What follows belongs to an exercise in optimizing a design on an open flow for small area, a short achievable clock period and few clock cycles; a production flow would make more cautious choices. Function was not checked in any run shown here: the RTL went through the layout flow alone. Power is estimated from default activity; no workload was simulated.

===== flow/config.mk =====
export PLATFORM = sky130hd
export DESIGN_NAME = my_cpu
export DESIGN_NICKNAME = my_cpu
export VERILOG_FILES = /design/flow/design.v
export SDC_FILE = /design/flow/constraint.sdc
export NUM_CORES = 4
export LEC_CHECK = 0
export CAP_MARGIN = 20
export CORE_MARGIN = 2
export CORE_UTILIZATION = 40
export SETUP_SLACK_MARGIN = 2.5
export SLEW_MARGIN = 20

===== flow/constraint.sdc =====
create_clock -name core_clock -period 5.0 [get_ports {clk}]
set_input_delay 1.0000 -clock core_clock [delete_from_list [all_inputs] [get_ports {clk}]]
set_output_delay 1.0000 -clock core_clock [all_outputs]
set_load 0.01 [all_outputs]

===== flow/design.v =====
module my_cpu(input clk, reset,
output [5:0] address,
output memWr,
output [7:0] writedata,
input [7:0] readdata, IN,
output [7:0] OUT,
output halt
);
reg [5:0] pc;
reg [7:0] a;
reg [7:0] outr;
reg [7:0] ir;       
reg       ev;       
reg [7:0] rf [0:7];
reg       haltr;
reg       s_ldi, s_jmp, s_ldm, s_stm, s_dld, s_dst;
wire s_d   = s_dld | s_dst;
wire fetch = ~(s_ldi | s_jmp | s_ldm | s_stm | s_d | haltr);
assign address   = s_d ? ir[5:0] : pc;
assign memWr     = s_dst;
assign writedata = a;
assign OUT       = outr;
assign halt      = haltr;
wire [3:0] eh = ir[7:4];
wire [2:0] er = ir[2:0];
wire [7:0] rv = rf[er];
wire e_lda = ev & (eh == 4'h1);
wire e_sta = ev & (eh == 4'h2);
wire e_and = ev & (eh == 4'hA);
wire e_or  = ev & (eh == 4'hB);
wire e_add = ev & (eh == 4'hC);
wire e_sub = ev & (eh == 4'hD);
wire e_e   = ev & (eh == 4'hE) & ~ir[3] & ~(ir[2] & ir[1]);
wire e_not = e_e & (ir[2:0] == 3'd0);
wire e_inc = e_e & (ir[2:0] == 3'd1);
wire e_dec = e_e & (ir[2:0] == 3'd2);
wire e_shl = e_e & (ir[2:0] == 3'd3);
wire e_shr = e_e & (ir[2:0] == 3'd4);
wire e_ror = e_e & (ir[2:0] == 3'd5);
wire e_in  = ev & (ir == 8'hF0);
wire e_out = ev & (ir == 8'hF1);
wire e_aw = e_lda | e_and | e_or | e_add | e_sub | e_e | e_in;
wire       e_arith = e_add | e_sub | e_inc | e_dec;
wire [7:0] y = ({8{e_add | e_sub}} & rv) ^ {8{e_sub | e_dec}};
wire [7:0] sum = a + y + {7'd0, e_sub | e_inc};
wire       a_mem = s_ldi | s_dld;
wire       a_hold = ~(e_aw | a_mem);
wire [7:0] ares = ({8{e_lda}} & rv)
                | ({8{e_and}} & (a & rv))
                | ({8{e_or}} & (a | rv))
                | ({8{e_arith}} & sum)
                | ({8{e_not}} & ~a)
                | ({8{e_shl}} & {a[6:0], 1'b0})
                | ({8{e_shr}} & {1'b0, a[7:1]})
                | ({8{e_ror}} & {a[0], a[7:1]})
                | ({8{e_in}} & IN)
                | ({8{a_mem}} & readdata)
                | ({8{a_hold}} & a);
always @(posedge clk)
	if (e_sta)
		rf[er] <= a;
wire [3:0] fh = readdata[7:4];
wire       flo0 = (readdata[3:0] == 4'd0);
wire       f_br = (fh[3:2] == 2'b01 & fh[1:0] != 2'b00 & fh[1:0] != 2'b01) | (fh[3:2] == 2'b10 & fh[1] == 1'b0);
wire       az = (a == 8'd0);
reg        f_take;
always @(*)
	case (fh)
		4'h7:    f_take = az;
		4'h8:    f_take = ~az;
		4'h9:    f_take = ~a[7] & (~flo0 | ~az);
		default: f_take = 1'b1;
	endcase
wire f_stall = f_br & (fh != 4'h6) & e_aw;
wire f_ldm  = (readdata == 8'h30);
wire f_stm  = (readdata == 8'h40);
wire f_ldi  = (readdata == 8'h50);
wire f_halt = (readdata == 8'hF2);
wire f_e    = ~f_br & ~f_ldm & ~f_stm & ~f_ldi & ~f_halt;
wire f_go   = fetch & ~f_stall;
wire f_jabs = f_go & f_br & flo0 & f_take;      
wire f_skip = f_go & f_br & flo0 & ~f_take;     
wire f_jrel = f_go & f_br & ~flo0 & f_take;
wire f_next = f_go & ~f_halt & ~f_skip & ~f_jrel;
wire [5:0] pc1 = pc + 6'd1;
wire [5:0] pc2 = pc + 6'd2;
wire [5:0] pcrel = readdata[3] ? pc1 - {3'd0, readdata[2:0]} : pc1 + {3'd0, readdata[2:0]};
wire p_inc  = f_next | s_ldi | s_ldm | s_stm;
wire p_hold = ~(p_inc | f_skip | f_jrel | s_jmp);
wire [5:0] pcn = ({6{p_inc}} & pc1)
               | ({6{f_skip}} & pc2)
               | ({6{f_jrel}} & pcrel)
               | ({6{s_jmp}} & readdata[5:0])
               | ({6{p_hold}} & pc);
always @(posedge clk) begin
	if (~s_d)
		ir <= readdata;
	if (reset) begin
		pc <= 6'd0;
		a <= 8'd0;
		outr <= 8'd0;
		ev <= 1'b0;
		haltr <= 1'b0;
		s_ldi <= 1'b0; s_jmp <= 1'b0; s_ldm <= 1'b0; s_stm <= 1'b0;
		s_dld <= 1'b0; s_dst <= 1'b0;
	end else begin
		a <= ares;
		pc <= pcn;
		if (e_out) outr <= a;
		ev    <= f_go & f_e;
		haltr <= haltr | (f_go & f_halt);
		s_ldi <= f_go & f_ldi;
		s_ldm <= f_go & f_ldm;
		s_stm <= f_go & f_stm;
		s_jmp <= f_jabs;
		s_dld <= s_ldm;
		s_dst <= s_stm;
	end
end
endmodule

===== flow/run.sh =====
#!/bin/bash
# synth_recipe.tcl (not shown) runs the flow's synth.tcl, then flattens the netlist and writes it again
# the make line also repeats each setting of config.mk as NAME=value (left out here)
make -C /OpenROAD-flow-scripts/flow DESIGN_CONFIG=/design/flow/config.mk WORK_HOME=/design/flow/orfs CLKGATE_MAP_FILE= SYNTH_SCRIPT=/design/flow/synth_recipe.tcl finish

==> impl_metrics.tcl, run 1 <==
set metrics [dict create \
    outcome "no timing/DRC/antenna violations" \
    drt-initial-drc-count 352 \
    slew_headroom_pct 48.1 \
    h-tree-depth 3 \
    seqCellArea_sq_um 2850 \
    fin_area_sq_um 7330 \
    grt_overflow_total 0 \
    hold_viol_final 0 \
    worst_pin_slew_ns 0.774 \
    p_leak_uw 0.00276 \
    final.setup_skew_ns 0.0108 \
    yosysSeqAreaShare_pct 50.5 \
    viasPerCell 5.76 \
    antenna_found_initial 0 \
    core_region_area_sq_um 13800 \
    cts_buffers 9 \
    most-common-layout-cells "edfxtp_1 (72), buf_4 (44), nand2_1 (42)" \
    clock_latency_ns 0.36 \
    wl_per_cell_um 20.3 \
    die_w_um 122 \
    syn_inst 485 \
    r2r_cells 13 \
    via_count 4320 \
    crit_arrival_ns 3.38 \
    yosysWarnings 1 \
    path_clk_slew_ns 0.08 \
    io_pins 42 \
    instances_no_fill 750 \
    rsz0062_at_grt "yes" \
    synth-seq-cells 105 \
    whs_path_depth 1 \
    clockRootBuffer "clkbuf_16" \
    fin_crit_ns 3.09 \
    grt_pass1_wl_mm 23.4 \
    multiInputGateArea_sq_um 2990 \
    crit_type "reg2reg" \
    grt_usage_pct 21.1 \
    synth_edf_count 72 \
    firstDrtPassIters 5 \
    wirelength_mm 15.3 \
    fillCellCount 1240 \
    cts_tree "yes" \
    gp_congestion 0.828 \
    syn-num-nets 522 \
    min-delay-path-class "reg2reg" \
    port_buffers 41 \
    num_rows 43 \
    syn-cell-area_sq_um 5590 \
    clock_sinks 105 \
    maxCapViolations 0 \
    avgSynthCellArea_sq_um 11.5 \
    report.final.slew_viol_count 0 \
    synth.distinct_cells 63 \
    die-area_sq_um 14900 \
    drive_gt1_share_pct 33.0 \
    setup_tns_ns 0 \
    nNetsFinal 602 \
    grt_pass1_vias 4090 \
    die_h_um 122 \
    synth_ff_type "edfxtp_1" \
    area_growth_pct 31.1 \
    peakVddDrop_mv 0.192 \
    post-route-drc-count 0 \
    critPathCaptureType "register" \
    hold_buffers 0 \
    power_per_cell_area_nw_per_um2 280 \
    start_util_pct 40.6 \
    startpoint_type "register" \
    grt_util_met1_pct 30.2 \
    grt.busiest_layer "met2" \
    use_met3_pct 3.49 \
    dp_hpwl_mm 10.0 \
    dpl_cell_area_sq_um 6290 \
    finalSetupViolations 0 \
    async_flop_share_pct 0 \
    place_inst 687 \
    clockBufferDepth 2 \
    post-route-period-util_pct 61.8 \
    grt_max_degree 20 \
    use_met2_pct 31.9 \
    mostFrequentLayoutCell "edfxtp_1" \
    clock.fmax_mhz 324 \
    crit_required_ns 5.29 \
    final_antenna_net_count 0 \
    cp_max_fo 7 \
    diodes 0 \
]
==> layer usage <==
metal  part of all wire, %  vias to the layer above
met3                   5.8                       31
li1                      -                     2016
met2                    46                      154
met4                   3.1                        0
met1                    45                     2119
met5                     0                        -
==> worst max-delay path: stages, from the launching register on <==
cell and delay (ns):
dfxtp_4 0.42, mux4_2 0.56, mux2i_4 0.20, nor2_2 0.07, xnor2_2 0.13, fa_2 0.35
fa_2 0.35, a21o_1 0.18, a21oi_2 0.15, o21bai_1 0.09, a21oi_2 0.14, xnor2_1 0.13
nand2_1 0.09, a41oi_2 0.16
==> worst paths after layout <==
path	startpoint	end	slack, ns
worst max-delay path	register	a[6]$_SDFF_PP0_	1.91
worst min register to register	s_ldm$_SDFF_PP0_	s_dld$_SDFF_PP0_	0.46
worst max register to register	register	a[6]$_SDFF_PP0_	1.91
worst min-delay path	s_ldm$_SDFF_PP0_	s_dld$_SDFF_PP0_	0.46
==> final cells by class <==
type	count	area share, %
Timing Repair Buffer	96	12.3
Tap cell	180	3.07
Sequential cell	105	38.9
Clock inverter	6	1.07
Inverter	10	0.785
Multi-Input combinational cell	343	40.8
Clock buffer	10	3.12
==> power by group <==
part | leakage (uW) | switching, uW | total [uW] | internal [uW]
Clock | 0.000152 | 346 | 746 | 401
Combinational | 0.00166 | 169 | 329 | 160
Sequential | 0.000951 | 38.6 | 975 | 937
==> state kept, by name, indices dropped and copies added (netlist names), 6 cells and up, named ones only <==
register	flops
ir	8
pc	6
rf	64
outr	8
a	8
==> cell families (layout without fill, tap and decap cells) <==
kind of cell,after synthesis,after routing,share of synthesized area (%)
AND/OR/NAND/NOR,156,156,14.4
AO/OA/AOI/OAI,105,105,13.4
flip-flops,105,105,50.5
multiplexers,39,39,10.7
buffers and inverters,37,122,2.59
XOR/XNOR,24,24,3.76
adder cells (fa/ha/maj),19,19,4.65
==> repair_timing <==
item / 4_1_cts / 5_1_grt
cloned: 0 / 0
setup buffers: 27 / 20
endpoints found under the setup margin: 34 / 75
pin swaps: 19 / 19
gates resized for setup: 110 / 41
==> stage by stage <==
stage	worst slack, ns	total power (uW)	hold slack [ns]	util [%]
6_report	1.91	2050	0.456	53.2
5_1_grt	1.73	2130	0.462	53.2
4_1_cts	1.86	2040	0.452	50.8
3_5_place_dp	1.16	1280	0.447	45.6
3_3_place_gp	1.22	1280	0.446	45.6
2_1_floorplan	1.89	1190	0.429	-
==> Yosys cell counts (3+ instances only) <==
master | n | share of area, %
o21ai_0 | 8 | 0.72
nand2_1 | 43 | 2.9
a211oi_1 | 3 | 0.40
o21bai_1 | 3 | 0.40
fa_1 | 3 | 1.1
buf_1 | 4 | 0.27
nor3_1 | 7 | 0.63
nor2b_1 | 4 | 0.45
or3b_2 | 3 | 0.47
or3_1 | 6 | 0.67
nand3_1 | 11 | 0.98
ha_1 | 16 | 3.6
nor4_1 | 6 | 0.67
mux2i_1 | 18 | 3.2
buf_2 | 5 | 0.45
mux4_2 | 16 | 6.4
dfxtp_1 | 33 | 12
xnor2_1 | 18 | 2.8
mux2_2 | 5 | 1.0
a21o_1 | 9 | 1.2
o221ai_1 | 4 | 0.63
edfxtp_1 | 72 | 39
nand2b_1 | 4 | 0.45
a221oi_1 | 8 | 1.3
a31oi_1 | 12 | 1.3
xor2_1 | 6 | 0.94
nor2_1 | 41 | 2.8
and3_1 | 5 | 0.56
a22o_1 | 7 | 1.1
or2_2 | 3 | 0.34
clkbuf_1 | 18 | 1.2
a21oi_1 | 32 | 2.9
inv_1 | 10 | 0.67
a22oi_1 | 5 | 0.67
==> run 2, diff against run 1 <==
--- a/flow/config.mk
+++ b/flow/config.mk
@@ -9,4 +9,4 @@
 export CORE_MARGIN = 2
 export CORE_UTILIZATION = 40
-export SETUP_SLACK_MARGIN = 2.5
+export SETUP_SLACK_MARGIN = 2.0
 export SLEW_MARGIN = 20
==> run 2 against run 1 <==
Net effect:
- still clean on timing, DRC and antenna
- utilization is 2.9 points lower
- first-iteration DRC count is 39% higher
- sequential share of layout area is 2.0 points higher
- final cell count is 2.7% lower
- area after synthesis stayed put
- count of clock-buffer cells in the layout stayed put
- critical path type unchanged
- largest cell class unchanged
==> impl_metrics.tcl, run 2 <==
set metrics [dict create \
    h-tree-depth 3 \
    most-common-layout-cells "edfxtp_1 (72), nand2_1 (43), nor2_1 (38)" \
    netlist_top_cells_area "edfxtp_1 (39%), dfxtp_1 (12%), mux4_2 (6.4%)" \
    grt_max_degree 23 \
    antenna_found_initial 0 \
    async_flop_share_pct 0 \
    cts_buffers 9 \
    post-route-period-util_pct 63.3 \
    via_count 4219 \
    peakVddDrop_mv 0.190 \
    final_antenna_net_count 0 \
    yosys-top-cells-count "edfxtp_1 (72), nand2_1 (43), nor2_1 (41)" \
    die_w_um 122 \
    synth-seq-cells 105 \
    clock.fmax_mhz 316 \
    grt_pass1_wl_mm 22.9 \
    synth.area.mux_share_pct 10.7 \
    worst_slack_ns 1.84 \
    synthAdderAreaFrac_pct 4.65 \
    nNetsFinal 582 \
    yosysTopAreaCell "edfxtp_1" \
    path_clk_slew_ns 0.07 \
    fillCellCount 1283 \
    synth_ff_type "edfxtp_1" \
    drt-initial-drc-count 490 \
    crit_type "reg2reg" \
    start_util_pct 40.6 \
    multiInputGateArea_sq_um 2840 \
    clock_sinks 105 \
    yosysSeqAreaShare_pct 50.5 \
    critPathCaptureType "register" \
    wirelength_mm 15.1 \
    avgSynthCellArea_sq_um 11.5 \
    die_h_um 122 \
    cpPeakStageDelay_ns 0.42 \
    seqCellArea_sq_um 2830 \
    synth_edf_count 72 \
    finalSetupViolations 0 \
    hold_buffers 0 \
    drive_gt1_share_pct 24.5 \
    worstPathCellList "nand4_1 > nor4_2 > nand2_1 > and2_4 > xnor2_2 > fa_2 > fa_2 > a21o_1 > a21oi_2 > o21bai_1 > a21oi_1 > xnor2_1 > nand2_1 > a41oi_2" \
    die-area_sq_um 14900 \
    hold_viol_final 0 \
    p_leak_uw 0.00257 \
    num_rows 43 \
    regMostFlops "rf" \
    post-route-drc-count 0 \
    firstDrtPassIters 5 \
    syn_inst 485 \
    viasPerCell 5.78 \
    cp_max_fo 4 \
    dp_hpwl_mm 10.2 \
    yosysMostFrequentCell "edfxtp_1" \
    crit_required_ns 5.28 \
    clockBufferDepth 2 \
    place_ws_ns 1.14 \
    syn-cell-area_sq_um 5590 \
    worst_pin_slew_ns 0.922 \
    synth_simple_gate_area_share_pct 14.4 \
    synth_compound_area_share_pct 13.4 \
    core_region_area_sq_um 13800 \
    cp_slowest_cell "edfxtp_1" \
    fin_area_sq_um 6940 \
    mostFrequentLayoutCell "edfxtp_1" \
    final.setup_skew_ns 0.0141 \
    port_buffers 41 \
    synth_top_family_by_area "simple AND/OR/NAND/NOR gates" \
    gp_congestion 0.846 \
    clockRootBuffer "clkbuf_16" \
    syn-num-nets 522 \
    maxCapViolations 0 \
    synth_top_cell_area_share_pct 38.6 \
    grt_overflow_total 0 \
    yosysWarnings 1 \
    synth_xor_area_share_pct 3.76 \
    power_per_cell_area_nw_per_um2 294 \
    wl_per_cell_um 20.7 \
    grt_pass1_vias 4043 \
    synth.distinct_cells 63 \
    clock_latency_ns 0.36 \
    startpoint_type "register" \
    outcome "no timing/DRC/antenna violations" \
    fin_crit_ns 3.16 \
    grt_usage_pct 20.6 \
    dpl_cell_area_sq_um 6200 \
    cts_tree "yes" \
    diodes 0 \
    setup_tns_ns 0 \
    area_growth_pct 24.0 \
    largest_reg_flops 64 \
    report.final.slew_viol_count 0 \
    holdWs_ns 0.464 \
    slew_headroom_pct 38.3 \
    rsz0062_at_grt "yes" \
    io_pins 42 \
    crit_arrival_ns 3.45 \
    min-delay-path-class "reg2reg" \
]
[run 2: logic make-up (layout without fill, tap and decap cells)]
family	Yosys count	in the layout
flip-flops	105	105
AO/OA/AOI/OAI	105	105
buffers and inverters	37	102
multiplexers	39	39
AND/OR/NAND/NOR	156	156
adder cells (fa/ha/maj)	19	19
XOR/XNOR	24	24
[run 2: repair_timing]
| item | 4_1_cts | 5_1_grt |
|---|---|---|
| gates cloned | 0 | 0 |
| setup endpoints to repair | 19 | 11 |
| pin swaps | 6 | 17 |
| setup buffers | 13 | 15 |
| gates resized for setup | 38 | 39 |
[run 2: path summary, 6_finish.rpt]
check / slack (ns) / startpoint / to / depth (start not counted)
min: 0.46 / s_ldm$_SDFF_PP0_ / s_dld$_SDFF_PP0_ / 1
max: 1.84 / ir[6]$_DFFE_PP_ / a[6]$_SDFF_PP0_ / 14
max reg2reg: 1.84 / ir[6]$_DFFE_PP_ / a[6]$_SDFF_PP0_ / 14
min reg2reg: 0.46 / s_ldm$_SDFF_PP0_ / s_dld$_SDFF_PP0_ / 1
[run 2: per-stage QoR]
stage          util (%)  instances  total power, uW
2_1_floorplan         -        485             1170
6_report           50.4        730             2040
5_1_grt            50.4        730             2110
3_5_place_dp       45.0        686             1270
4_1_cts            48.5        715             2030
3_3_place_gp       45.0        686             1270
[run 2: cell type report]
| type | instances | share of cell area, % |
|---|---|---|
| clock buffers | 10 | 3.30 |
| multi-input cells | 343 | 40.9 |
| well taps | 180 | 3.25 |
| repair buffers | 76 | 10.0 |
| clock inverters | 6 | 1.14 |
| flip-flops and latches | 105 | 40.9 |
| inverters | 10 | 0.577 |
[run 2: report_power, final]
group	internal (uW)	switching [uW]
sequential	939	42.6
clock	402	351
combinational	150	153
total	1490	546
[run 2: per-layer routing]
layer	routed length (um)	GRT usage (%)	share of wire, %	vias to the layer above
met1	6750	28.9	45	2081
met3	890	3.86	5.9	21
met4	204	4.96	1.4	0
met2	7240	33.3	48	150
li1	-	-	-	1967
met5	0	0	0	-
[run 2: worst max-delay path, delay by kind of cell, from the launching register on]
family / cells / cell delay [ns]
xor gates and xnor gates: 2 / 0.30
and+or+nand+nor: 5 / 0.90
DFF: 1 / 0.42
AOI/OAI and AO/OA: 5 / 0.74
adders and majority gates: 2 / 0.72
==> run 3, diff against run 2 <==
--- a/flow/design.v
+++ b/flow/design.v
@@ -1,2 +1,23 @@
+module fastadd #(parameter N = 8)
+(input [N-1:0] x, y,
+input ci,
+output [N-1:0] s);
+reg [N:0] G, P;
+integer i, d;
+always @(*) begin
+	G[0] = ci;
+	P[0] = 1'b0;
+	for (i = 0; i < N; i = i + 1) begin
+		G[i+1] = x[i] & y[i];
+		P[i+1] = x[i] ^ y[i];
+	end
+	for (d = 1; d <= N; d = d * 2)
+		for (i = N; i >= d; i = i - 1) begin
+			G[i] = G[i] | (P[i] & G[i-d]);
+			P[i] = P[i] & P[i-d];
+		end
+end
+assign s = x ^ y ^ G[N-1:0];
+endmodule
 module my_cpu(input clk, reset,
 output [5:0] address,
@@ -43,5 +64,6 @@
 wire       e_arith = e_add | e_sub | e_inc | e_dec;
 wire [7:0] y = ({8{e_add | e_sub}} & rv) ^ {8{e_sub | e_dec}};
-wire [7:0] sum = a + y + {7'd0, e_sub | e_inc};
+wire [7:0] sum;
+fastadd #(8) adder(a, y, e_sub | e_inc, sum);
 wire       a_mem = s_ldi | s_dld;
 wire       a_hold = ~(e_aw | a_mem);
@@ -85,5 +107,6 @@
 wire [5:0] pc1 = pc + 6'd1;
 wire [5:0] pc2 = pc + 6'd2;
-wire [5:0] pcrel = readdata[3] ? pc1 - {3'd0, readdata[2:0]} : pc1 + {3'd0, readdata[2:0]};
+wire [5:0] pcrel;
+fastadd #(6) reladd(pc1, {{3{readdata[3]}}, readdata[2:0] ^ {3{readdata[3]}}}, readdata[3], pcrel);
 wire p_inc  = f_next | s_ldi | s_ldm | s_stm;
 wire p_hold = ~(p_inc | f_skip | f_jrel | s_jmp);
@@ -94,6 +117,5 @@
                | ({6{p_hold}} & pc);
 always @(posedge clk) begin
-	if (~s_d)
-		ir <= readdata;
+	ir <= readdata;
 	if (reset) begin
 		pc <= 6'd0;
==> run 3 against run 2 <==
Net effect:
- still clean on timing, DRC and antenna
- first-iteration DRC count is 20% lower
- sequential power decreased by 4.7%
- power down 5.0%
- utilization is 0.71 points lower
==> impl_metrics.tcl, run 3 <==
set metrics [dict create \
    worst_slack_ns 1.98 \
    firstDrtPassIters 5 \
    area_growth_pct 21.2 \
    mostFrequentLayoutCell "edfxtp_1" \
    yosys-top-cells-count "edfxtp_1 (64), nor2_1 (56), dfxtp_1 (38)" \
    worstPathCellList "mux4_2 > mux2i_4 > nor2_2 > xnor2_2 > fa_2 > a21o_1 > a21oi_2 > o21bai_1 > a21oi_2 > buf_4 > xnor2_1 > a211oi_2 > nor2_1" \
    p_int_uw 1440 \
    netlist_top_cells_area "edfxtp_1 (35%), dfxtp_1 (14%), mux4_2 (6.6%)" \
    rsz0062_at_grt "yes" \
    yosysMostFrequentCell "edfxtp_1" \
    nNetsFinal 573 \
    grt_pass1_vias 3989 \
    core_region_area_sq_um 13200 \
    wirelength_mm 14.1 \
    cp_slowest_cell "mux4_2" \
    synth_ff_type "edfxtp_1" \
    clock_sinks 102 \
    synth_top_family_by_area "simple AND/OR/NAND/NOR gates" \
    grt_pass1_wl_mm 22.0 \
    fin_area_sq_um 6580 \
    post-route-drc-count 0 \
    power_switching_uw 496 \
    dp_hpwl_mm 9.65 \
    slew_headroom_pct 29.3 \
    p_leak_uw 0.00231 \
    wl_per_cell_um 19.6 \
    gp_congestion 0.915 \
    avgSynthCellArea_sq_um 11.2 \
    synth-seq-cells 102 \
    synthAdderAreaFrac_pct 3.83 \
    path_depth 13 \
    yosysWarnings 3 \
    maxCapViolations 0 \
    worst-path-buf-inv 1 \
    grt_max_degree 31 \
    h-tree-depth 3 \
    grt_overflow_total 0 \
    outcome "no timing/DRC/antenna violations" \
    synth_top_cell_area_share_pct 35.4 \
    grt_usage_pct 20.0 \
    viasPerCell 5.79 \
    port_buffers 41 \
    setup_tns_ns 0 \
    startpoint_type "register" \
    regMostFlops "rf" \
    r2r_setup_slack_ns 1.98 \
    antenna_found_initial 0 \
    cts_tree "yes" \
    clock.fmax_mhz 331 \
    drive_gt1_share_pct 19.1 \
    synth_xor_area_share_pct 4.68 \
    synth_compound_area_share_pct 14.0 \
    hold_viol_final 0 \
    pwr-share-comb_pct 13.9 \
    synth_edf_count 64 \
    cpPeakStageDelay_ns 0.57 \
    die-area_sq_um 14500 \
    whs_path_depth 1 \
    yosysTopAreaCell "edfxtp_1" \
    diodes 0 \
    synth.distinct_cells 65 \
    die_w_um 120 \
    syn_inst 486 \
    async_flop_share_pct 0 \
    start_util_pct 41.0 \
    clockBufferDepth 2 \
    syn-num-nets 520 \
    critPathCaptureType "register" \
    worst_pin_slew_ns 1.05 \
    peakVddDrop_mv 0.194 \
    final.setup_skew_ns 0.00896 \
    die_h_um 120 \
    path_common_cell "a21oi_2" \
    most-common-layout-cells "edfxtp_1 (64), nor2_1 (53), nand2_1 (34)" \
    final_antenna_net_count 0 \
    path_delay_family "compound AO/OA/AOI/OAI gates" \
    r2r_cells 13 \
    finalSetupViolations 0 \
    crit_arrival_ns 3.25 \
    holdWs_ns 0.487 \
    yosysSeqAreaShare_pct 49.5 \
    power_per_cell_area_nw_per_um2 294 \
    min-delay-path-class "reg2reg" \
    path_clk_slew_ns 0.07 \
    io_pins 42 \
    num_rows 42 \
    report.final.slew_viol_count 0 \
    synth.area.mux_share_pct 10.8 \
    fillCellCount 1208 \
    cts_buffers 9 \
    largest_reg_flops 64 \
    seq_power_share_pct 48.3 \
    clockRootBuffer "clkbuf_16" \
    cp_max_fo 5 \
    crit_required_ns 5.23 \
    post-route-period-util_pct 60.4 \
    syn-cell-area_sq_um 5420 \
    dpl_cell_area_sq_um 6010 \
    via_count 4166 \
    power.total_uw 1940 \
    crit_type "reg2reg" \
    drt-initial-drc-count 394 \
    synth_simple_gate_area_share_pct 14.1 \
    clkPwrFrac_pct 37.8 \
    fin_crit_ns 3.02 \
    clock_latency_ns 0.35 \
    place_ws_ns 1.08 \
    power_switching_share_pct 25.6 \
]
[run 3: cells by family after synthesis]
group / after synthesis
adder cells (fa/ha/maj): 16
AND/OR/NAND/NOR: 152
buffers and inverters: 38
multiplexers: 38
XOR/XNOR: 29
AO/OA/AOI/OAI: 111
flip-flops: 102
[run 3: final timing paths]
path / start / endpoint
setup / recovery: ir[0]$_DFF_P_ / a[5]$_SDFF_PP0_
hold reg to reg: s_stm$_SDFF_PP0_ / s_dst$_SDFF_PP0_
hold / removal: s_stm$_SDFF_PP0_ / s_dst$_SDFF_PP0_
setup reg to reg: ir[0]$_DFF_P_ / a[5]$_SDFF_PP0_
[run 3: worst register-to-register path, cell delays in order (launching register included)]
cell,delay [ns]
dfxtp_4,0.41
mux4_2,0.57
mux2i_4,0.22
nor2_2,0.08
xnor2_2,0.16
fa_2,0.37
a21o_1,0.21
a21oi_2,0.15
o21bai_1,0.10
a21oi_2,0.18
buf_4,0.13
xnor2_1,0.06
a211oi_2,0.22
nor2_1,0.05
[run 3: through the flow]
| stage | utilization (%) | std cells |
|---|---|---|
| 3_5_place_dp | 45.4 | 686 |
| 3_3_place_gp | 45.4 | 686 |
| 2_1_floorplan | - | 486 |
| 5_1_grt | 49.7 | 720 |
| 6_report | 49.7 | 720 |
| 4_1_cts | 48.7 | 710 |
[run 3: area by class of cell]
cell class	count	area [sq um]	area share (%)
multi-input combinational	346	2690	40.9
clock inverter	5	65.1	0.990
sequential	102	2700	41.0
tap	176	220	3.35
clock buffer	11	243	3.69
timing repair buffer	69	618	9.40
inverter	11	41.3	0.628
[run 3: repair_timing]
action	4_1_cts	5_1_grt
resized for setup	32	19
setup buffers	8	10
setup endpoints to repair	20	14
hold buffers	0	0
pin swaps	3	11
[run 3: routing by layer]
metal / vias up / global-route usage, % / wire length, um
met2: 161 / 31.0 / 6580
met4: 0 / 8.07 / 365
li1: 1951 / - / -
met5: - / 0 / 0
met3: 28 / 4.15 / 772
met1: 2026 / 27.5 / 6410
[run 3: power groups by stage]
| stage | Combinational, uW | Sequential, uW | Clock [uW] |
|---|---|---|---|
| CTS | 260 | 934 | 742 |
| finish | 269 | 935 | 731 |
| detailed placement | 247 | 954 | 0 |
| floorplan | 186 | 935 | 0 |
| global placement | 245 | 954 | 0 |
| global route | 292 | 938 | 775 |
==> run 4, diff against run 3 <==
--- a/flow/design.v
+++ b/flow/design.v
@@ -45,5 +45,7 @@
 wire [3:0] eh = ir[7:4];
 wire [2:0] er = ir[2:0];
-wire [7:0] rv = rf[er];
+reg  [7:0] b;
+reg        fwd;
+wire [7:0] rv = fwd ? a : b;
 wire e_lda = ev & (eh == 4'h1);
 wire e_sta = ev & (eh == 4'h2);
@@ -118,4 +120,6 @@
 always @(posedge clk) begin
 	ir <= readdata;
+	b <= rf[readdata[2:0]];
+	fwd <= e_sta & (er == readdata[2:0]);
 	if (reset) begin
 		pc <= 6'd0;
==> run 4 against run 3 <==
Net effect:
- still clean on timing, DRC and antenna
- worst hold slack got worse by 0.0023 ns
- die area rose by 9.3%
- synthesized cell count rose by 13%
- combinational power rose by 23%
- maximum frequency rose by 3.8%
==> impl_metrics.tcl, run 4 <==
set metrics [dict create \
    yosys-top-cells-count "edfxtp_1 (64), nand2_1 (55), dfxtp_1 (47)" \
    critical_path.startpoint "s_dld$_SDFF_PP0_" \
    synth_top_cell_area_share_pct 32.3 \
    avgSynthCellArea_sq_um 10.8 \
    nNetsFinal 630 \
    num_rows 44 \
    report.final.slew_viol_count 0 \
    dp_hpwl_mm 10.8 \
    worst_slack_ns 2.09 \
    yosysMostFrequentCell "edfxtp_1" \
    crit_type "reg2out" \
    place_ws_ns 1.12 \
    port_buffers 41 \
    async_flop_share_pct 0 \
    io_pins 42 \
    r2r-start "ir[3]$_DFF_P_" \
    die-area_sq_um 15900 \
    critPathCaptureType "output pin" \
    place_inst 749 \
    mostFrequentLayoutCell "edfxtp_1" \
    crit_required_ns 4.00 \
    maxCapViolations 0 \
    cts_tree "yes" \
    yosysTopAreaCell "edfxtp_1" \
    start_util_pct 40.9 \
    clock_latency_ns 0.36 \
    clock_sinks 111 \
    synth_ff_type "edfxtp_1" \
    final_antenna_net_count 0 \
    wl_per_cell_um 20.9 \
    slew_headroom_pct 34.8 \
    worst-path-buf-inv 1 \
    h-tree-depth 3 \
    fin_util_pct 49.4 \
    grt_pass1_wl_mm 25.2 \
    p_leak_uw 0.00261 \
    hold_buffers 0 \
    instances_no_fill 785 \
    post-route-drc-count 0 \
    diodes 0 \
    core_region_area_sq_um 14500 \
    grt_usage_pct 20.5 \
    hold_viol_final 0 \
    min_from "s_ldm$_SDFF_PP0_" \
    synth.distinct_cells 77 \
    dpl_cell_area_sq_um 6530 \
    cp_max_fo 7 \
    synth_edf_count 64 \
    grt_max_degree 26 \
    rsz0062_at_grt "no" \
    path_delay_family "buffers and inverters" \
    largest_reg_flops 64 \
    via_count 4742 \
    gp_congestion 0.871 \
    syn-cell-area_sq_um 5940 \
    cts_buffers 9 \
    clockBufferDepth 2 \
    power_per_cell_area_nw_per_um2 298 \
    min-delay-path-class "reg2reg" \
    worstPathCellList "nor2_2 > mux2_2 > clkdlybuf4s50_1" \
    viasPerCell 6.04 \
    die_h_um 126 \
    path_clk_slew_ns 0.08 \
    syn-num-nets 584 \
    grt_overflow_total 0 \
    synth-seq-cells 111 \
    fin_area_sq_um 7180 \
    outcome "no timing/DRC/antenna violations" \
    yosysSeqAreaShare_pct 48.2 \
    clock.fmax_mhz 344 \
    yosysWarnings 3 \
    cpPeakStageDelay_ns 0.48 \
    grt_pass1_vias 4544 \
    startpoint_type "register" \
    crit_arrival_ns 1.91 \
    wirelength_mm 16.4 \
    die_w_um 126 \
    setup_tns_ns 0 \
    fin_crit_ns 2.91 \
    drive_gt1_share_pct 19.6 \
    cp_slowest_cell "clkdlybuf4s50_1" \
    peakVddDrop_mv 0.151 \
    most-common-layout-cells "edfxtp_1 (64), nand2_1 (55), nor2_1 (45)" \
    area_growth_pct 20.8 \
    syn_inst 550 \
    worst_pin_slew_ns 0.971 \
    final.setup_skew_ns 0.0123 \
    regMostFlops "rf" \
    antenna_found_initial 0 \
    finalSetupViolations 0 \
    clockRootBuffer "clkbuf_16" \
    netlist_top_cells_area "edfxtp_1 (32%), dfxtp_1 (16%), mux4_2 (6.1%)" \
    post-route-period-util_pct 58.2 \
    drt-initial-drc-count 546 \
    firstDrtPassIters 5 \
]
-- run 4: cell types whose count changed after synthesis, sizes merged, moves of 7 or more --
| cell | before | now |
|---|---|---|
| nand2 | 34 | 55 |
| nand3 | 9 | 18 |
| dfxtp | 38 | 47 |
| o221ai | 1 | 8 |
| nor2b | 4 | 12 |
| nor2 | 56 | 46 |
| mux2i | 16 | 8 |
| o21ai | 25 | 14 |
| xor2 | 7 | 17 |
| xnor2 | 22 | 14 |
-- run 4: metal layers --
| layer | GRT usage (%) | vias up | wire (um) | part of all wire (%) |
|---|---|---|---|---|
| li1 | - | 2166 | - | - |
| met3 | 3.36 | 44 | 1130 | 6.9 |
| met1 | 28.1 | 2316 | 7150 | 44 |
| met2 | 33.1 | 216 | 7730 | 47 |
| met4 | 7.37 | 0 | 394 | 2.4 |
| met5 | 0 | - | 0 | 0 |
-- run 4: final cells by class --
class | instances | area [sq um]
sequential | 111 | 2890
inverter | 11 | 53.8
timing repair buffer | 74 | 687
clock inverter | 6 | 98.8
tap | 184 | 230
multi-input combinational | 389 | 2990
clock buffer | 10 | 239
fill | 1332 | 7350
-- run 4: final timing paths --
| path | end | slack (ns) | cells past startpoint |
|---|---|---|---|
| worst max-delay path | address[0] | 2.09 | 3 |
| worst max register to register | a[7]$_SDFF_PP0_ | 2.12 | 12 |
| worst min-delay path | s_dld$_SDFF_PP0_ | 0.48 | 1 |
| worst min register to register | s_dld$_SDFF_PP0_ | 0.48 | 1 |
-- run 4: kinds of logic after synthesis --
family | synth area share, %
xor+xnor | 4.57
compound gates | 13.8
simple gates | 17.7
mux | 8.74
flops | 48.2
fa+ha+maj | 3.49
buf+inv | 3.49
-- run 4: power breakdown --
| group | switching (uW) | internal (uW) | total (uW) | leakage (uW) |
|---|---|---|---|---|
| Sequential | 39.7 | 979 | 1020 | 0.000981 |
| Clock | 370 | 421 | 791 | 0.000163 |
| Combinational | 177 | 155 | 332 | 0.00146 |
| Total | 587 | 1550 | 2140 | 0.00261 |
-- run 4: repair_timing --
action                                  CTS  global route
pin swaps                                14            14
endpoints found under the setup margin   17            10
resized for setup                        31            30
buffers inserted                         13             6
gates cloned                              0             1
-- run 4: through the flow --
stage          hold WS (ns)  power [uW]
6_report              0.484        2140
5_1_grt               0.491        2220
4_1_cts               0.486        2140
3_5_place_dp          0.475        1350
3_3_place_gp          0.481        1340
2_1_floorplan         0.458        1240
==> run 5, diff against run 4 <==
--- a/flow/design.v
+++ b/flow/design.v
@@ -33,4 +33,5 @@
 reg [7:0] ir;       
 reg       ev;       
+reg       ym, yi, yc;   
 reg [7:0] rf [0:7];
 reg       haltr;
@@ -38,5 +39,5 @@
 wire s_d   = s_dld | s_dst;
 wire fetch = ~(s_ldi | s_jmp | s_ldm | s_stm | s_d | haltr);
-assign address   = s_d ? ir[5:0] : pc;
+assign address   = pc;
 assign memWr     = s_dst;
 assign writedata = a;
@@ -45,7 +46,5 @@
 wire [3:0] eh = ir[7:4];
 wire [2:0] er = ir[2:0];
-reg  [7:0] b;
-reg        fwd;
-wire [7:0] rv = fwd ? a : b;
+wire [7:0] rv = rf[er];
 wire e_lda = ev & (eh == 4'h1);
 wire e_sta = ev & (eh == 4'h2);
@@ -65,7 +64,7 @@
 wire e_aw = e_lda | e_and | e_or | e_add | e_sub | e_e | e_in;
 wire       e_arith = e_add | e_sub | e_inc | e_dec;
-wire [7:0] y = ({8{e_add | e_sub}} & rv) ^ {8{e_sub | e_dec}};
+wire [7:0] y = ({8{ym}} & rv) ^ {8{yi}};
 wire [7:0] sum;
-fastadd #(8) adder(a, y, e_sub | e_inc, sum);
+fastadd #(8) adder(a, y, yc, sum);
 wire       a_mem = s_ldi | s_dld;
 wire       a_hold = ~(e_aw | a_mem);
@@ -86,5 +85,5 @@
 wire [3:0] fh = readdata[7:4];
 wire       flo0 = (readdata[3:0] == 4'd0);
-wire       f_br = (fh[3:2] == 2'b01 & fh[1:0] != 2'b00 & fh[1:0] != 2'b01) | (fh[3:2] == 2'b10 & fh[1] == 1'b0);
+wire       f_br = (fh[3:2] == 2'b01 & fh[1]) | (fh[3:2] == 2'b10 & ~fh[1]);
 wire       az = (a == 8'd0);
 reg        f_take;
@@ -102,4 +101,8 @@
 wire f_halt = (readdata == 8'hF2);
 wire f_e    = ~f_br & ~f_ldm & ~f_stm & ~f_ldi & ~f_halt;
+wire f_add  = (fh == 4'hC);
+wire f_sub  = (fh == 4'hD);
+wire f_inc  = (readdata == 8'hE1);
+wire f_dec  = (readdata == 8'hE2);
 wire f_go   = fetch & ~f_stall;
 wire f_jabs = f_go & f_br & flo0 & f_take;      
@@ -111,15 +114,21 @@
 wire [5:0] pcrel;
 fastadd #(6) reladd(pc1, {{3{readdata[3]}}, readdata[2:0] ^ {3{readdata[3]}}}, readdata[3], pcrel);
-wire p_inc  = f_next | s_ldi | s_ldm | s_stm;
-wire p_hold = ~(p_inc | f_skip | f_jrel | s_jmp);
+wire p_inc  = f_next | s_ldi;
+wire p_rd   = s_jmp | s_ldm | s_stm;
+wire p_hold = ~(p_inc | f_skip | f_jrel | p_rd | s_d);
 wire [5:0] pcn = ({6{p_inc}} & pc1)
                | ({6{f_skip}} & pc2)
                | ({6{f_jrel}} & pcrel)
-               | ({6{s_jmp}} & readdata[5:0])
+               | ({6{p_rd}} & readdata[5:0])
+               | ({6{s_d}} & ir[5:0])
                | ({6{p_hold}} & pc);
 always @(posedge clk) begin
-	ir <= readdata;
-	b <= rf[readdata[2:0]];
-	fwd <= e_sta & (er == readdata[2:0]);
+	if (s_ldm | s_stm)
+		ir <= {2'b00, pc1};
+	else
+		ir <= readdata;
+	ym <= f_add | f_sub;
+	yi <= f_sub | f_dec;
+	yc <= f_sub | f_inc;
 	if (reset) begin
 		pc <= 6'd0;
==> run 5 against run 4 <==
Net effect:
- synthesized cell count shrank 8.4%
- area after synthesis shrank 6.7%
- count of clock-buffer cells in the layout shrank 1
- register-to-register slack lost 0.25 ns
- clock skew shrank 0.0015 ns
- sequential share of layout area grew 0.53 points
- combinational power shrank 2%
- maximum frequency shrank 7.1%
- clock power shrank 12%
- critical path type is now reg2reg
- critical endpoint is now a[2]$_SDFF_PP0_
- largest power group unchanged
- highest routed layer unchanged
==> impl_metrics.tcl, run 5 <==
set metrics [dict create \
    outcome "no timing/DRC/antenna violations" \
    whs_path_depth 1 \
    core_region_area_sq_um 13700 \
    wirelength_mm 15.2 \
    io_pins 42 \
    antenna_found_initial 0 \
    synth.distinct_cells 64 \
    yosysMostFrequentCell "edfxtp_1" \
    yosysSeqAreaShare_pct 49.5 \
    drive_gt1_share_pct 19.0 \
    peakVddDrop_mv 0.152 \
    cp_max_fo 5 \
    netlist_top_cells_area "edfxtp_1 (35%), dfxtp_1 (15%), mux4_2 (6.5%)" \
    clock_sinks 105 \
    synth_top_cell_area_share_pct 34.7 \
    drt-initial-drc-count 589 \
    hold_buffers 0 \
    yosys-top-cells-count "edfxtp_1 (64), nand2_1 (52), nor2_1 (43)" \
    port_buffers 41 \
    syn-cell-area_sq_um 5540 \
    min-delay-path-class "reg2reg" \
    dp_hpwl_mm 10.1 \
    setup_tns_ns 0 \
    rsz0062_at_grt "yes" \
    synth_xor_area_share_pct 4.58 \
    final.setup_skew_ns 0.0108 \
    h-tree-depth 3 \
    grt_max_degree 28 \
    area_growth_pct 21.9 \
    synth_top_family_by_area "simple AND/OR/NAND/NOR gates" \
    gp_congestion 0.914 \
    place_inst 707 \
    mostFrequentLayoutCell "edfxtp_1" \
    synthAdderAreaFrac_pct 3.75 \
    viasPerCell 5.82 \
    num_rows 43 \
    post-route-drc-count 0 \
    diodes 0 \
    crit_arrival_ns 3.40 \
    crit_type "reg2reg" \
    clockRootBuffer "clkbuf_16" \
    yosysTopAreaCell "edfxtp_1" \
    post-route-period-util_pct 62.6 \
    die_h_um 122 \
    nNetsFinal 593 \
    crit_required_ns 5.26 \
    report.final.slew_viol_count 0 \
    largest_reg_flops 64 \
    die_w_um 122 \
    yosysWarnings 3 \
    synth_edf_count 64 \
    reg2reg_to "a[2]$_SDFF_PP0_" \
    die-area_sq_um 14800 \
    start_util_pct 40.4 \
    r2r-start "ir[0]$_DFF_P_" \
    instances_no_fill 744 \
    worst_pin_slew_ns 0.912 \
    regMostFlops "rf" \
    async_flop_share_pct 0 \
    startpoint_type "register" \
    maxCapViolations 0 \
    wl_per_cell_um 20.4 \
    critPathCaptureType "register" \
    avgSynthCellArea_sq_um 11.0 \
    clockBufferDepth 2 \
    syn-num-nets 538 \
    synth_compound_area_share_pct 13.6 \
    path_clk_slew_ns 0.07 \
    most-common-layout-cells "edfxtp_1 (64), nand2_1 (49), nor2_1 (43)" \
    grt_usage_pct 21.3 \
    clock.fmax_mhz 319 \
    r2r_setup_slack_ns 1.87 \
    r2r_cells 15 \
    min_to "s_dst$_SDFF_PP0_" \
    grt_overflow_total 0 \
    synth-seq-cells 105 \
    grt_pass1_wl_mm 23.7 \
    synth_simple_gate_area_share_pct 14.6 \
    syn_inst 504 \
    clock_latency_ns 0.35 \
    p_leak_uw 0.00246 \
    power_per_cell_area_nw_per_um2 295 \
    grt_pass1_vias 4165 \
    cts_tree "yes" \
    synth.area.mux_share_pct 10.1 \
    hold_viol_final 0 \
    finalSetupViolations 0 \
    min_from "s_stm$_SDFF_PP0_" \
    synth_ff_type "edfxtp_1" \
    fin_crit_ns 3.13 \
    via_count 4330 \
    slew_headroom_pct 39.0 \
    cts_buffers 9 \
    final_antenna_net_count 0 \
    firstDrtPassIters 8 \
]
-- run 5: cell types whose count changed in the layout (fill, tap and decap cells not counted), sizes merged, moves of 5 or more --
cell / previous run / this run
a21oi: 31 / 24
a221oi: 12 / 1
xor2: 17 / 6
a22oi: 3 / 18
clkbuf: 14 / 9
nor2b: 12 / 7
xnor2: 14 / 23
nand3: 18 / 7
a222oi: 2 / 8
dfxtp: 47 / 41
inv: 12 / 27
o221ai: 8 / 0
-- run 5: how the worst max path moves through the flow --
stage | from | to | slack, ns | cells after the start
after global placement | ir[0]$_DFF_P_ | a[6]$_SDFF_PP0_ | 1.31 | 12
after CTS | ir[0]$_DFF_P_ | a[5]$_SDFF_PP0_ | 1.91 | 13
after detailed placement | ir[0]$_DFF_P_ | a[6]$_SDFF_PP0_ | 1.27 | 12
after floorplan | ir[0]$_DFF_P_ | a[5]$_SDFF_PP0_ | 1.92 | 14
after global routing | ir[0]$_DFF_P_ | a[5]$_SDFF_PP0_ | 1.72 | 13
final | ir[0]$_DFF_P_ | a[2]$_SDFF_PP0_ | 1.87 | 15
-- run 5: stage by stage --
stage	power, uW	area (sq um)	util [%]	worst slack, ns	hold slack (ns)
final	1990	6760	49.3	1.87	0.490
after floorplan	1180	5570	-	1.92	0.454
after global placement	1280	6150	44.8	1.31	0.470
after global routing	2080	6760	49.3	1.72	0.518
after CTS	2000	6660	48.6	1.91	0.491
after detailed placement	1280	6150	44.8	1.27	0.476
-- run 5: worst max-delay path, cell delays in order (launching register included) --
cell	delay [ns]
dfxtp_4	0.37
buf_12	0.13
mux4_2	0.50
mux2_4	0.29
nand2_2	0.09
xnor2_2	0.14
ha_1	0.27
a21o_1	0.18
a21oi_2	0.21
buf_4	0.14
buf_4	0.09
buf_4	0.09
buf_4	0.10
xnor2_2	0.11
a22oi_1	0.10
a41oi_1	0.24
-- run 5: power by group --
part           switching, uW  internal, uW  total (uW)
logic                    164           161         324
clock network            345           353         698
registers               42.8           929         972
total                    552          1440        1990
-- run 5: layout make-up --
type / instances / area, sq um
sequential: 105 / 2750
clock inverter: 7 / 65.1
clock buffer: 9 / 225
inverter: 22 / 82.6
tap: 180 / 225
fill: 1209 / 6960
timing repair buffer: 74 / 701
multi-input combinational: 347 / 2710
-- run 5: what timing repair did --
action / CTS / global route
cloned: 0 / 0
buffers inserted: 16 / 5
pin swaps: 16 / 15
gates resized for setup: 27 / 15
setup endpoints to repair: 14 / 12
-- run 5: per-layer routing --
layer / global-route usage, % / vias to the layer above / part of all wire [%]
li1: - / 1991 / -
met1: 30.1 / 2112 / 43
met2: 34.0 / 200 / 48
met3: 3.00 / 27 / 6.6
met4: 6.90 / 0 / 2.5
met5: 0 / - / 0
-- run 5: cells by family after synthesis --
group	Yosys count
multiplexers	35
flip-flops	105
adder cells (fa/ha/maj)	16
AND/OR/NAND/NOR	164
XOR/XNOR	29
buffers and inverters	52
AO/OA/AOI/OAI	103
==> run 6, diff against run 5 <==
--- a/flow/config.mk
+++ b/flow/config.mk
@@ -9,4 +9,4 @@
 export CORE_MARGIN = 2
 export CORE_UTILIZATION = 40
-export SETUP_SLACK_MARGIN = 2.0
+export SETUP_SLACK_MARGIN = 2.5
 export SLEW_MARGIN = 20
==> run 6 against run 5 <==
Net effect:
- first-iteration DRC count shrank 32%
- non-clock buffer count fell by 1
- synthesized cell count is the same
- power is 0.62% higher
- critical path depth fell by 3
==> impl_metrics.tcl, run 6 <==
set metrics [dict create \
    synth.distinct_cells 64 \
    fin_crit_ns 3.04 \
    startpoint_type "register" \
    core_region_area_sq_um 13700 \
    cp_max_fo 5 \
    mostFrequentLayoutCell "edfxtp_1" \
    antenna_found_initial 0 \
    viasPerCell 5.84 \
    grt_pass1_vias 4394 \
    wirelength_mm 15.3 \
    cpPeakStageDelay_ns 0.52 \
    fillCellCount 1239 \
    async_flop_share_pct 0 \
    setup_tns_ns 0 \
    maxCapViolations 0 \
    final.setup_skew_ns 0.0105 \
    die_h_um 122 \
    p_leak_uw 0.00243 \
    peakVddDrop_mv 0.189 \
    clock_latency_ns 0.36 \
    crit_type "reg2reg" \
    start_util_pct 40.4 \
    worst_pin_slew_ns 0.861 \
    grt_max_degree 28 \
    die_w_um 122 \
    synth-seq-cells 105 \
    yosys-top-cells-count "edfxtp_1 (64), nand2_1 (52), nor2_1 (43)" \
    port_buffers 41 \
    critPathCaptureType "register" \
    synth_edf_count 64 \
    largest_reg_flops 64 \
    clock_sinks 105 \
    h-tree-depth 3 \
    syn-cell-area_sq_um 5540 \
    final_antenna_net_count 0 \
    cts_buffers 9 \
    clockRootBuffer "clkbuf_16" \
    slew_headroom_pct 42.1 \
    post-route-drc-count 0 \
    crit_arrival_ns 3.26 \
    wl_per_cell_um 20.6 \
    rsz0062_at_grt "yes" \
    avgSynthCellArea_sq_um 11.0 \
    path_clk_slew_ns 0.07 \
    met3WireLength_um 831 \
    via_count 4336 \
    synth_top_cell_area_share_pct 34.7 \
    synth_ff_type "edfxtp_1" \
    clock.fmax_mhz 329 \
    top_layer_used "met4" \
    worstPathCellList "mux4_2 > mux2_4 > nand2_2 > xnor2_1 > ha_1 > nor2b_4 > o21ai_2 > a21boi_2 > o21a_1 > or3_1 > a32oi_1 > a41oi_1" \
    firstDrtPassIters 5 \
    gp_congestion 0.874 \
    die-area_sq_um 14800 \
    post-route-period-util_pct 60.7 \
    fin_util_pct 50.1 \
    dr_wl_met2_mm 7.21 \
    m1WireLength_mm 6.84 \
    power_per_cell_area_nw_per_um2 292 \
    grt_pass1_wl_mm 23.9 \
    outcome "no timing/DRC/antenna violations" \
    finalSetupViolations 0 \
    yosysWarnings 3 \
    nNetsFinal 592 \
    report.final.slew_viol_count 0 \
    hold_viol_final 0 \
    yosysTopAreaCell "edfxtp_1" \
    regMostFlops "rf" \
    grt_overflow_total 0 \
    yosysMostFrequentCell "edfxtp_1" \
    cts_tree "yes" \
    netlist_top_cells_area "edfxtp_1 (35%), dfxtp_1 (15%), mux4_2 (6.5%)" \
    diodes 0 \
    cp_slowest_cell "mux4_2" \
    area_growth_pct 23.9 \
    clockBufferDepth 2 \
    most-common-layout-cells "edfxtp_1 (64), nand2_1 (50), nor2_1 (39)" \
    num_rows 43 \
    dp_hpwl_mm 10.0 \
    syn-num-nets 538 \
    io_pins 42 \
    min-delay-path-class "reg2reg" \
    drt-initial-drc-count 399 \
    crit_required_ns 5.23 \
    grt_usage_pct 21.5 \
    syn_inst 504 \
    drive_gt1_share_pct 25.0 \
    yosysSeqAreaShare_pct 49.5 \
]
==> run 6: cell counts after synthesis <==
No cell type changed its count.
==> run 6: cells by family (layout without fill, tap and decap cells) <==
kind of cell / count (synthesis) / in the layout / synth area share, %
AO/OA/AOI/OAI: 103 / 103 / 13.6
buffers and inverters: 52 / 111 / 3.93
XOR/XNOR: 29 / 29 / 4.58
adder cells (fa/ha/maj): 16 / 16 / 3.75
flip-flops: 105 / 105 / 49.5
multiplexers: 35 / 35 / 10.1
AND/OR/NAND/NOR: 164 / 164 / 14.6
==> run 6: worst max-delay path, delay by kind of cell (launching register included) <==
kind                       cells  cell delay, ns
muxes                          2            0.81
AOI/OAI and AO/OA              5            0.75
and+or+nand+nor                3            0.51
DFF                            1            0.43
adders and majority gates      1            0.28
xor gates and xnor gates       1            0.12
==> run 6: where the power goes <==
part | leakage (uW) | total (uW) | switching (uW) | internal (uW)
registers | 0.000934 | 972 | 42.7 | 929
logic | 0.00136 | 346 | 175 | 172
clock network | 0.000133 | 688 | 343 | 345
==> run 6: layer usage <==
layer / up-vias / global-route usage [%]
met5: - / 0
met4: 0 / 8.05
met3: 34 / 4.17
met2: 149 / 34.2
met1: 2161 / 29.4
li1: 1992 / -
==> run 6: worst paths after layout <==
| path | cells past startpoint | slack, ns | to | start |
|---|---|---|---|---|
| min | 1 | 0.49 | s_dld$_SDFF_PP0_ | s_ldm$_SDFF_PP0_ |
| max | 12 | 1.96 | a[5]$_SDFF_PP0_ | ir[0]$_DFF_P_ |
| max reg2reg | 12 | 1.96 | a[5]$_SDFF_PP0_ | ir[0]$_DFF_P_ |
| min reg2reg | 1 | 0.49 | s_dld$_SDFF_PP0_ | s_ldm$_SDFF_PP0_ |
==> run 6: what timing repair did <==
item | CTS | global route
resized for setup | 69 | 29
pin swaps | 16 | 13
hold buffers | 0 | 0
setup buffers | 19 | 3
setup endpoints to repair | 29 | 41
==> run 6: layout make-up <==
class                      count  area (sq um)  share of cell area (%)
inverter                      22          87.6                    1.27
clock buffer                  10           229                    3.33
sequential                   105          2780                    40.5
multi-input combinational    347          2830                    41.1
clock inverter                 6          48.8                   0.710
tap                          180           225                    3.28
timing repair buffer          73           676                    9.83
==> run 6: stage by stage <==
step                      std cells  area, sq um  setup WS [ns]  total power [uW]  hold slack [ns]
final                           743         6870           1.96              2010            0.489
after global routing            743         6870           1.85              2080            0.507
after CTS                       740         6760           1.98              1990            0.493
after detailed placement        705         6200           1.27              1300            0.478
after global placement          705         6190           1.34              1290            0.476
after floorplan                 504         5650           1.93              1200            0.454
==> run 7, diff against run 6 <==
--- a/flow/design.v
+++ b/flow/design.v
@@ -46,5 +46,7 @@
 wire [3:0] eh = ir[7:4];
 wire [2:0] er = ir[2:0];
-wire [7:0] rv = rf[er];
+reg  [7:0] b;
+reg        fwd;
+wire [7:0] rv = fwd ? a : b;
 wire e_lda = ev & (eh == 4'h1);
 wire e_sta = ev & (eh == 4'h2);
@@ -128,4 +130,6 @@
 	else
 		ir <= readdata;
+	b <= rf[readdata[2:0]];
+	fwd <= e_sta & (er == readdata[2:0]);
 	ym <= f_add | f_sub;
 	yi <= f_sub | f_dec;
==> run 7 against run 6 <==
Net effect:
- setup slack improved by 0.51 ns
- worst hold slack got worse by 0.016 ns
- synthesized cell count rose by 12%
- non-clock buffer count rose by 12
- cell area rose by 14%
- count of clock-buffer cells in the layout rose by 7
- critical endpoint is now pc[5]$_SDFF_PP0_
==> impl_metrics.tcl, run 7 <==
set metrics [dict create \
    die-area_sq_um 16100 \
    synth.distinct_cells 76 \
    yosysMostFrequentCell "edfxtp_1" \
    via_count 5019 \
    yosys-top-cells-count "edfxtp_1 (64), nand2_1 (58), dfxtp_1 (50)" \
    maxCapViolations 0 \
    final.setup_skew_ns 0.00837 \
    outcome "no timing/DRC/antenna violations" \
    r2r_cells 10 \
    final_antenna_net_count 0 \
    hold_buffers 0 \
    p_leak_uw 0.00287 \
    startpoint_type "primary input" \
    holdWs_ns 0.473 \
    hold_viol_final 0 \
    diodes 0 \
    die_w_um 127 \
    yosysTopAreaCell "edfxtp_1" \
    rsz0062_at_grt "yes" \
    clock_sinks 114 \
    syn_inst 566 \
    port_buffers 41 \
    min-delay-path-class "reg2reg" \
    min_from "s_stm$_SDFF_PP0_" \
    io_pins 42 \
    netlist_top_cells_area "edfxtp_1 (32%), dfxtp_1 (17%), mux4_2 (6.0%)" \
    mostFrequentLayoutCell "edfxtp_1" \
    area_growth_pct 30.0 \
    fin_area_sq_um 7850 \
    drive_gt1_share_pct 29.1 \
    num_rows 44 \
    grt_max_degree 28 \
    syn-cell-area_sq_um 6040 \
    antenna_found_initial 0 \
    whs_path_depth 1 \
    fin_crit_ns 2.53 \
    cts_tree "yes" \
    wl_per_cell_um 21.8 \
    clockRootBuffer "clkbuf_16" \
    fillCellCount 1270 \
    path_clk_slew_ns 0.06 \
    cts_buffers 17 \
    min_to "s_dst$_SDFF_PP0_" \
    clock_latency_ns 0.42 \
    clock.fmax_mhz 395 \
    power_per_cell_area_nw_per_um2 332 \
    synth_ff_type "edfxtp_1" \
    syn-num-nets 600 \
    gp_congestion 0.871 \
    synth-seq-cells 114 \
    die_h_um 127 \
    r2r-start "pc[0]$_SDFF_PP0_" \
    crit_arrival_ns 2.87 \
    finalSetupViolations 0 \
    clockBufferDepth 2 \
    dpl_cell_area_sq_um 6660 \
    post-route-drc-count 0 \
    core_region_area_sq_um 14600 \
    dp_hpwl_mm 10.8 \
    drt-initial-drc-count 533 \
    largest_reg_flops 64 \
    start_util_pct 41.2 \
    firstDrtPassIters 7 \
    critPathCaptureType "register" \
    viasPerCell 6.04 \
    async_flop_share_pct 0 \
    place_ws_ns 1.15 \
    wirelength_mm 18.2 \
    peakVddDrop_mv 0.264 \
    power.total_uw 2610 \
    worst_slack_ns 2.47 \
    cp_max_fo 13 \
    r2r_setup_slack_ns 2.48 \
    crit_required_ns 5.34 \
    avgSynthCellArea_sq_um 10.7 \
    grt_pass1_vias 4983 \
    grt_usage_pct 22.7 \
    crit_type "in2reg" \
    synth_top_cell_area_share_pct 31.8 \
    reg2reg_to "pc[5]$_SDFF_PP0_" \
    worst_pin_slew_ns 0.850 \
    post-route-period-util_pct 50.6 \
    yosysSeqAreaShare_pct 48.4 \
    report.final.slew_viol_count 0 \
    h-tree-depth 4 \
    yosysWarnings 3 \
    grt_overflow_total 0 \
    setup_tns_ns 0 \
    most-common-layout-cells "edfxtp_1 (64), nand2_1 (58), buf_4 (35)" \
    critical_path.startpoint "readdata[3]" \
    synth_edf_count 64 \
    nNetsFinal 668 \
    grt_pass1_wl_mm 27.7 \
    regMostFlops "rf" \
    slew_headroom_pct 42.9 \
]
## run 7: metal layers
layer  vias up  wire length [um]  part of all wire, %  GRT usage [%]
met5         -                 0                    0              0
met4         0               414                  2.3           7.89
met3        37              1160                  6.4           5.65
met2       225              8680                   48           37.0
met1      2490              7900                   44           29.5
li1       2267                 -                    -              -
## run 7: layout make-up
type,instances,area [sq um],area share (%)
clock buffers,17,425,5.42
flip-flops and latches,114,2960,37.7
multi-input cells,398,3140,40.0
well taps,184,230,2.93
clock inverters,15,159,2.02
repair buffers,85,852,10.9
inverters,18,80.1,1.02
## run 7: report_power, final
group          leakage [uW]  internal, uW  switching [uW]
registers           0.00101          1000            35.8
logic               0.00158           179             186
clock network      0.000282           737             466
total               0.00287          1920             687
## run 7: repair_timing
| item | in CTS | in global routing |
|---|---|---|
| resized for setup | 75 | 52 |
| hold endpoints to repair | 0 | 0 |
| gates cloned | 2 | 0 |
| setup buffers | 24 | 9 |
| endpoints found under the setup margin | 27 | 64 |
| pin swaps | 10 | 26 |
## run 7: critical path, stage by stage
cell       delay [ns]
buf_6            0.16
inv_2            0.08
ha_4             0.23
ha_4             0.29
and3_1           0.14
nand3_1          0.09
a311o_1          0.28
o2111ai_2        0.10
nor3b_2          0.20
mux2i_1          0.11
a41oi_2          0.19
## run 7: how the worst max path moves through the flow
stage / end / cells after the start
CTS: pc[5]$_SDFF_PP0_ / 11
floorplan: pc[4]$_SDFF_PP0_ / 11
finish: pc[5]$_SDFF_PP0_ / 11
global placement: pc[5]$_SDFF_PP0_ / 11
detailed placement: pc[5]$_SDFF_PP0_ / 11
global route: pc[5]$_SDFF_PP0_ / 10
## run 7: cells by family after synthesis
| logic type | after synthesis | share of synthesized area (%) |
|---|---|---|
| AO/OA/AOI/OAI | 129 | 14.8 |
| adder cells (fa/ha/maj) | 16 | 3.44 |
| flip-flops | 114 | 48.4 |
| buffers and inverters | 54 | 3.69 |
| XOR/XNOR | 27 | 3.92 |
| multiplexers | 31 | 8.54 |
| AND/OR/NAND/NOR | 195 | 17.2 |
## run 7: per-stage QoR
| step | utilization, % | std cells |
|---|---|---|
| 6_report | 53.6 | 831 |
| 3_5_place_dp | 45.5 | 764 |
| 2_1_floorplan | - | 566 |
| 5_1_grt | 53.6 | 831 |
| 4_1_cts | 52.0 | 822 |
| 3_3_place_gp | 45.5 | 764 |
==> run 8, diff against run 7 <==
--- a/flow/config.mk
+++ b/flow/config.mk
@@ -9,4 +9,4 @@
 export CORE_MARGIN = 2
 export CORE_UTILIZATION = 40
-export SETUP_SLACK_MARGIN = 2.5
+export SETUP_SLACK_MARGIN = 2.0
 export SLEW_MARGIN = 20
==> run 8 against run 7 <==
Net effect:
- critical path depth shrank 3
- maximum frequency is 13% lower
- non-clock buffer count down 31
- worst hold slack better by 0.0040 ns
- final cell count is 3.7% lower
- clock skew increased by 0.0020 ns
- die area did not move
- utilization decreased by 3.1 points
- combinational power down 15%
- sequential cell count unchanged
- area after synthesis did not move
- critical path type unchanged
==> impl_metrics.tcl, run 8 <==
set metrics [dict create \
    top_layer_used "met4" \
    largest_reg_flops 64 \
    worst_pin_slew_ns 1.13 \
    wirelength_mm 16.3 \
    rsz0062_at_grt "no" \
    post-route-period-util_pct 58.3 \
    maxCapViolations 0 \
    grt_pass1_wl_mm 25.7 \
    antenna_found_initial 0 \
    clock.fmax_mhz 343 \
    yosysMostFrequentCell "edfxtp_1" \
    critPathCaptureType "register" \
    die-area_sq_um 16100 \
    crit_required_ns 5.30 \
    finalSetupViolations 0 \
    gp_congestion 0.830 \
    clockBufferDepth 2 \
    nNetsFinal 637 \
    final.setup_skew_ns 0.0104 \
    synth_ff_type "edfxtp_1" \
    power_per_cell_area_nw_per_um2 362 \
    regMostFlops "rf" \
    final_antenna_net_count 0 \
    drt-initial-drc-count 483 \
    start_util_pct 41.2 \
    clockRootBuffer "clkbuf_16" \
    grt_usage_pct 20.9 \
    synth_edf_count 64 \
    grt_pass1_vias 4592 \
    cts_buffers 17 \
    port_buffers 41 \
    num_rows 44 \
    min-delay-path-class "reg2reg" \
    wl_per_cell_um 20.4 \
    cts_tree "yes" \
    post-route-drc-count 0 \
    synth-seq-cells 114 \
    crit_type "in2reg" \
    startpoint_type "primary input" \
    setup_tns_ns 0 \
    netlist_top_cells_area "edfxtp_1 (32%), dfxtp_1 (17%), mux4_2 (6.0%)" \
    clock_sinks 114 \
    viasPerCell 5.86 \
    worst_slack_ns 2.09 \
    syn_inst 566 \
    h-tree-depth 4 \
    m1WireLength_mm 7.49 \
    syn-num-nets 600 \
    place_ws_ns 1.07 \
    via_count 4690 \
    die_w_um 127 \
    path_clk_slew_ns 0.06 \
    diodes 0 \
    dr_wl_met2_mm 7.61 \
    hold_buffers 0 \
    peakVddDrop_mv 0.252 \
    io_pins 42 \
    die_h_um 127 \
    met3WireLength_um 902 \
    outcome "no timing/DRC/antenna violations" \
    report.final.slew_viol_count 0 \
    synth.distinct_cells 76 \
    avgSynthCellArea_sq_um 10.7 \
    fin_crit_ns 2.91 \
    area_growth_pct 22.4 \
    slew_headroom_pct 24.3 \
    yosysWarnings 3 \
    grt_overflow_total 0 \
    drive_gt1_share_pct 17.5 \
    yosysTopAreaCell "edfxtp_1" \
    synth_top_cell_area_share_pct 31.8 \
    mostFrequentLayoutCell "edfxtp_1" \
    p_leak_uw 0.00269 \
    most-common-layout-cells "edfxtp_1 (64), nand2_1 (58), dfxtp_1 (44)" \
    core_region_area_sq_um 14600 \
    yosys-top-cells-count "edfxtp_1 (64), nand2_1 (58), dfxtp_1 (50)" \
    hold_viol_final 0 \
    async_flop_share_pct 0 \
    clock_latency_ns 0.42 \
    cp_max_fo 8 \
    syn-cell-area_sq_um 6040 \
    firstDrtPassIters 6 \
    crit_arrival_ns 3.21 \
    grt_max_degree 28 \
    dp_hpwl_mm 10.7 \
    yosysSeqAreaShare_pct 48.4 \
]
-- run 8: cell counts after synthesis --
No cell type changed its count.
-- run 8: final cells by class --
class                   count  area (sq um)
clock buffers              18           439
clock inverters            14           199
fillers                  1316          7250
inverters                  18          75.1
multi-input cells         398          2970
flip-flops and latches    114          2940
well taps                 184           230
repair buffers             54           546
-- run 8: repair_timing --
| item | CTS | global route |
|---|---|---|
| cloned | 0 | 1 |
| setup endpoints to repair | 14 | 12 |
| gates resized for setup | 9 | 26 |
| setup buffers | 1 | 2 |
| pin swaps | 0 | 4 |
-- run 8: through the flow --
stage / area, sq um / power [uW] / cells / hold WS, ns / util, %
floorplan: 6060 / 1250 / 566 / 0.446 / -
global placement: 6590 / 1340 / 763 / 0.460 / 45.0
detailed placement: 6590 / 1350 / 763 / 0.475 / 45.0
CTS: 7260 / 2680 / 796 / 0.480 / 49.6
global route: 7390 / 2770 / 800 / 0.495 / 50.5
finish: 7390 / 2680 / 800 / 0.477 / 50.5
-- run 8: critical path, cell delays in order --
cell and delay, ns:
clkdlybuf4s50_1 0.59, nand2b_1 0.22, nor2_1 0.09, or4_4 0.53, nand3_1 0.19, nor2_1 0.13, a222oi_1 0.34, a21oi_1 0.11
-- run 8: where the power goes --
group | internal [uW] | total (uW) | switching, uW
Combinational | 150 | 311 | 161
Sequential | 1000 | 1040 | 39.7
Clock | 854 | 1320 | 468
Total | 2010 | 2680 | 669
-- run 8: cell families after synthesis --
family	count (synthesis)	share of synthesized area, %
and+or+nand+nor	195	17.2
adders and majority gates	16	3.44
DFF	114	48.4
xor gates and xnor gates	27	3.92
muxes	31	8.54
buffers and inverters	54	3.69
AOI/OAI and AO/OA	129	14.8
-- run 8: path summary, 6_finish.rpt --
check	start	depth (start not counted)	end	slack, ns
max	readdata[6]	8	pc[0]$_SDFF_PP0_	2.09
min	s_ldm$_SDFF_PP0_	1	s_dld$_SDFF_PP0_	0.48
max reg2reg	pc[0]$_SDFF_PP0_	10	pc[5]$_SDFF_PP0_	2.13
min reg2reg	s_ldm$_SDFF_PP0_	1	s_dld$_SDFF_PP0_	0.48
-- run 8: metal layers --
| metal | vias to the layer above | track usage [%] |
|---|---|---|
| li1 | 2215 | - |
| met1 | 2305 | 29.1 |
| met2 | 149 | 32.4 |
| met3 | 21 | 5.44 |
| met4 | 0 | 6.01 |
| met5 | - | 0 |

-- afterwards: timing with drivers on the ports --
No port has a modelled driver above. Below, the same layouts with a new extraction and two added sets of constraints. Step 1, drivers: a clkbuf_16 drives clk and a buf_2 each remaining input, both assumed. Step 2 times the ports against the registers' clock, not the clock port: input delays grow and output delays shrink by t, the midpoint of the rising clock arrivals with the driver on. a / b / c = no drivers / after step 1 / after step 2; a / b = the first two.
run | shift t [ns] | slack for setup (ns) | worst hold slack (ns) | worst slew at a driven data input, ns
run 1 | 0.397 | 1.911 / 1.911 / 1.827 | 0.456 / 0.456 / 0.456 | 0.06
run 2 | 0.391 | 1.837 / 1.837 / 1.683 | 0.464 / 0.464 / 0.464 | 0.04
run 3 | 0.388 | 1.979 / 1.979 / 1.717 | 0.487 / 0.487 / 0.487 | 0.04
run 4 | 0.398 | 2.090 / 2.048 / 1.732 | 0.484 / 0.484 / 0.484 | 0.03
run 5 | 0.388 | 1.868 / 1.868 / 1.715 | 0.490 / 0.490 / 0.490 | 0.03
run 6 | 0.396 | 1.963 / 1.963 / 1.963 | 0.489 / 0.489 / 0.489 | 0.04
run 7 | 0.460 | 2.470 / 2.471 / 2.011 | 0.473 / 0.473 / 0.473 | 0.06
run 8 | 0.459 | 2.086 / 2.078 / 1.644 | 0.477 / 0.477 / 0.477 | 0.03
After both steps every run listed still meets setup and hold. For run 7, which loses most, drivers alone change the setup slack by +0.001 ns; drivers and shift together by -0.459 ns.
